This design comes from an exercise in tuning for small area, a short achievable clock period and few clock cycles per item on the open sky130 flow, not from production work. The RTL was checked by simulation tests, not by an equivalence proof against the original design.

## P
## EC_TOP
module EC_TOP(
    clk, rst_n, in_valid,
    in_Px, in_Py, in_Qx, in_Qy, in_prime, in_a,
    out_valid, out_Rx, out_Ry
);
==> module EC_TOP, before the edit <==
module EC_TOP(
    clk, rst_n, in_valid,
    in_Px, in_Py, in_Qx, in_Qy, in_prime, in_a,
    out_valid, out_Rx, out_Ry
);
    input clk, rst_n, in_valid;
    input [6-1:0] in_Px, in_Py, in_Qx, in_Qy, in_prime, in_a;
    output reg out_valid;
    output reg [6-1:0] out_Rx, out_Ry;
    reg c1, c2, c3, c4;
    always @(posedge clk or negedge rst_n) begin
        if (!rst_n) begin
            c1 <= 1'b0; c2 <= 1'b0; c3 <= 1'b0; c4 <= 1'b0; out_valid <= 1'b0;
        end else begin
            c1 <= in_valid;
            c2 <= c1;
            c3 <= c2;
            c4 <= c3;
            out_valid <= c4;
        end
    end
    wire      in_dbl = (in_Px == in_Qx);
    reg [5:0] p, px, qx, npy;
    always @(posedge clk) begin
        if (in_valid) begin
            p   <= in_prime;
            px  <= in_Px;
            qx  <= in_Qx;
            npy <= in_prime - in_Py;
        end
    end
    reg [5:0] cq;                
    reg       dbl, cadd;         
    always @(posedge clk) begin
        cq   <= !in_valid ? 6'd0 : in_dbl ? in_a : in_Qy;
        dbl  <= in_dbl;
        cadd <= in_valid & !in_dbl;
    end
    wire [7:0] d    = dbl ? ({2'b0, p} - {1'b0, npy, 1'b0}) : ({2'b0, qx} - {2'b0, px});
    wire       dneg = d[7];
    wire [5:0] dabs = dneg ? (6'd0 - d[5:0]) : d[5:0];
    wire [6:0] dcmp = {1'b0, p} - {dabs, 1'b0};         
    wire       fold = dcmp[6];
    wire [5:0] xh   = fold ? (p - dabs) : dabs;
    wire [5:0] jh;
    INV_IP u_inv (.p(p), .x(xh[4:0]), .y(jh));
    wire [5:0] jv   = (dneg ^ fold) ? (p - jh) : jh;
    reg  [7:0] ra;               
    reg  [5:0] rb;               
    wire [7:0] k3a = {1'b0, p, 1'b0};
    wire [7:0] k3b = {2'b11, ~px};
    wire [7:0] k3c = {2'b11, ~qx};
    wire [7:0] k3s;
    EC_RCA #(8) u_k3 (.a(k3a ^ k3b ^ k3c), .b({((k3a & k3b) | (k3a & k3c) | (k3b & k3c)), 1'b0}),
                      .ci(1'b1), .s(k3s));
    wire [6:0] k3  = k3s[6:0] + 7'd1;
    wire [7:0] k4  = {2'b0, npy} + (yq[6] ? ra : 8'd0);    
    wire [7:0] mk  = c3 ? {1'b0, k3} : c4 ? k4 : 8'd0;
    wire [7:0] ya  = {2'b0, px};
    wire [7:0] yb  = {2'b0, p};
    wire [5:0] rx  = {rb[5:1], ~(rb[0] ^ px[0])};        
    wire [7:0] yc  = {2'b11, ~rx};
    wire [7:0] yq;
    EC_RCA #(8) u_yq (.a(ya ^ yb ^ yc), .b({((ya & yb) | (ya & yc) | (yb & yc)), 1'b0}),
                      .ci(1'b1), .s(yq));
    wire [5:0] my  = {c4 ? yq[5:1] : rb[5:1], rb[0]};
    wire [8:0] sa [0:6];
    wire [8:0] sb [0:6];
    assign sa[0] = {3'b0, cq};
    assign sb[0] = {3'b0, cadd ? npy : 6'd0};
    genvar i;
    generate
        for (i = 0; i < 6; i = i + 1) begin : it
            wire [8:0] v3 = my[i] ? {1'b0, ra} : 9'd0;
            wire       m  = sa[i][0] ^ sb[i][0] ^ v3[0];
            wire [8:0] v4 = m ? {3'b0, p} : 9'd0;
            wire [8:0] s1 = sa[i] ^ sb[i] ^ v3;
            wire [8:0] k1 = (sa[i] & sb[i]) | (sa[i] & v3) | (sb[i] & v3);
            wire [8:0] c1s = {k1[7:0], 1'b0};
            wire [8:0] s2 = s1 ^ c1s ^ v4;
            wire [8:0] k2 = (s1 & c1s) | (s1 & v4) | (c1s & v4);
            assign sa[i+1] = {1'b0, s2[8:1]};
            assign sb[i+1] = k2;
        end
    endgenerate
    wire [8:0] ua  = sa[6];
    wire [8:0] ub  = sb[6];
    wire [8:0] uk  = {1'b0, mk};
    wire [8:0] np1, np3;                                    
    EC_RCA #(9) u_np1 (.a(~{3'b0, p}), .b(9'd0), .ci(1'b1), .s(np1));
    EC_RCA #(9) u_np3 (.a(np1), .b({np1[7:0], 1'b0}), .ci(1'b0), .s(np3));
    wire [8:0] np2 = {np1[7:0], 1'b0};
    wire [8:0] a1  = ua ^ ub ^ uk;
    wire [8:0] b1  = {((ua[7:0] & ub[7:0]) | (ua[7:0] & uk[7:0]) | (ub[7:0] & uk[7:0])), 1'b0};
    wire [8:0] r0  = a1 + b1;
    wire [8:0] r1  = (a1 ^ b1 ^ np1) + {((a1[7:0] & b1[7:0]) | (a1[7:0] & np1[7:0]) | (b1[7:0] & np1[7:0])), 1'b0};
    wire [8:0] r2  = (a1 ^ b1 ^ np2) + {((a1[7:0] & b1[7:0]) | (a1[7:0] & np2[7:0]) | (b1[7:0] & np2[7:0])), 1'b0};
    wire [8:0] r3  = (a1 ^ b1 ^ np3) + {((a1[7:0] & b1[7:0]) | (a1[7:0] & np3[7:0]) | (b1[7:0] & np3[7:0])), 1'b0};
    wire [5:0] res = !r3[8] ? r3[5:0] : !r2[8] ? r2[5:0] : !r1[8] ? r1[5:0] : r0[5:0];
    wire [6:0] e1 = {1'b0, ra[5:0]};
    wire [7:0] g1 = {e1, 1'b0} - {2'b0, p};
    wire [5:0] f1 = g1[7] ? {e1[4:0], 1'b0} : g1[5:0];
    wire [7:0] g2 = {1'b0, f1, 1'b0} - {2'b0, p};
    wire [5:0] f2 = g2[7] ? {f1[4:0], 1'b0} : g2[5:0];
    wire [7:0] g3 = {1'b0, f2, 1'b0} - {2'b0, p};
    wire [5:0] f3 = g3[7] ? {f2[4:0], 1'b0} : g3[5:0];
    wire [7:0] ra_o = in_valid ? ({2'b0, in_Px} + {1'b0, in_Px, 1'b0}) : {2'b0, f3};
    wire [5:0] rb_o = in_valid ? (in_dbl ? in_Px : 6'd0) : jv;
    always @(posedge clk) begin
        ra <= (c1 | c2) ? {2'b0, res} : ra_o;
        rb[5:1] <= (c2 | c3) ? res[5:1] : rb_o[5:1];
        rb[0]   <= c2 ? res[0] : c3 ? ~(px[0] ^ res[0]) : rb_o[0];
        out_Ry <= res;
        out_Rx <= rx;
    end
endmodule
Settings: LEC_CHECK=0, ABC_AREA=1, CAP_MARGIN=20, CORE_MARGIN=2, CORE_UTILIZATION=55, CTS_BUF_LIST=sky130_fd_sc_hd__clkbuf_8, SLEW_MARGIN=20, SETUP_SLACK_MARGIN=32.8, BUFFER_PORTS_ARGS=-buffer_cell sky130_fd_sc_hd__buf_1; clock period 44.0 ns.
standard.sh (not shown) runs the stock make flow with config.mk's settings and CLKGATE_MAP_FILE= SYNTH_SCRIPT=/design/flow/synth_recipe.tcl, a recipe that flattens the netlist after the stock synthesis.
==> flow/flow/run.sh <==
#!/bin/bash
set -euo pipefail
TARGET_NS=$(cat flow/target_ns)
MARGIN=$(python3 -c "print(round(${FLOW_PERIOD_NS} - ${TARGET_NS}, 3))")
echo "export SETUP_SLACK_MARGIN = ${MARGIN}" >> config.mk
echo "export BUFFER_PORTS_ARGS = -buffer_cell sky130_fd_sc_hd__buf_1" >> config.mk
bash standard.sh > standard_make.log 2>&1
==> flow/flow/target_ns <==
11.2
Testbench counts of P, summed over its fixed seeds: cycles 95,992, items 16,000.
#### Input delta (Q over P)
-- flow/design.v --
<<< P, line 1079
    wire [7:0] ya  = {2'b0, px};
    wire [7:0] yb  = {2'b0, p};
    wire [5:0] rx  = {rb[5:1], ~(rb[0] ^ px[0])};        
    wire [7:0] yc  = {2'b11, ~rx};
    wire [7:0] yq;
    EC_RCA #(8) u_yq (.a(ya ^ yb ^ yc), .b({((ya & yb) | (ya & yc) | (yb & yc)), 1'b0}),
                      .ci(1'b1), .s(yq));
    wire [5:0] my  = {c4 ? yq[5:1] : rb[5:1], rb[0]};
    wire [8:0] sa [0:6];
    wire [8:0] sb [0:6];
>>> Q, line 1079
    wire [7:0] ya  = {2'b0, px};
    wire [7:0] yb  = {2'b0, p};
    wire [7:0] yc  = {2'b11, ~out_Rx};
    wire [7:0] yq;
    EC_RCA #(8) u_yq (.a(ya ^ yb ^ yc), .b({((ya & yb) | (ya & yc) | (yb & yc)), 1'b0}),
                      .ci(1'b1), .s(yq));
    wire [5:0] my  = c4 ? {yq[5:1], ~(px[0] ^ out_Rx[0])} : rb;
    wire [8:0] sa [0:6];
    wire [8:0] sb [0:6];
<<< P, line 1129
    always @(posedge clk) begin
        ra <= (c1 | c2) ? {2'b0, res} : ra_o;
        rb[5:1] <= (c2 | c3) ? res[5:1] : rb_o[5:1];
        rb[0]   <= c2 ? res[0] : c3 ? ~(px[0] ^ res[0]) : rb_o[0];
        out_Ry <= res;
        out_Rx <= rx;
    end
endmodule
>>> Q, line 1128
    always @(posedge clk) begin
        ra <= (c1 | c2) ? {2'b0, res} : ra_o;
        rb <= c2 ? res : rb_o;
        out_Ry <= res;
        if (c3) out_Rx <= res;
    end
endmodule
[summary]
Headroom to the max-slew limit down 5.3 points in Q wrt P
Re DRC violation count after routing: no difference whatsoever between P and Q.
Q ends up with higher area growth from synthesis to layout than P does.
Compared with P, in Q summed negative setup slack over all endpoints stayed essentially flat; cell area fell by 1.1%; starting utilization of the core area fell by 0.33 points.
Q ended with less worst setup slack than P.
[Q vs P] multi-input combinational cell area: lower in Q
Diff P -> Q: critical path depth went down by about 4%; number of instances resized during post-cts repair now larger; fmax lower.
Testbench counts of Q, summed over its fixed seeds: cycles 95,992, items 16,000.

static timing again, ports no longer ideal:
The results above use ideal ports. As a check the final layouts listed here were re-extracted and re-timed, cells and wires unchanged.
Step 1: set_driving_cell puts a clkbuf_16 on clk and a buf_2 on each other input, an assumption about the parent block.
Step 2, shift: input delay + t, output delay - t, t = (earliest + latest rising clock arrival at the registers) / 2. This alone moves slack from input paths to output paths.
Slacks: ideal ports / drivers / drivers and shift; pairs: ideal ports / drivers.
| run | t (ns) | setup slack, ns | hold slack, ns | clock arrival spread, ns | worst data-port slew with drivers (ns) |
|---|---|---|---|---|---|
| P | 0.411 | 32.998 / 32.998 / 32.998 | 0.386 / 0.386 / 0.386 | 0.015 / 0.015 | 0.04 |
| Q | 0.394 | 32.851 / 32.851 / 32.851 | 0.395 / 0.395 / 0.395 | 0.015 / 0.016 | 0.04 |
After both steps setup and hold are still met in every run listed.
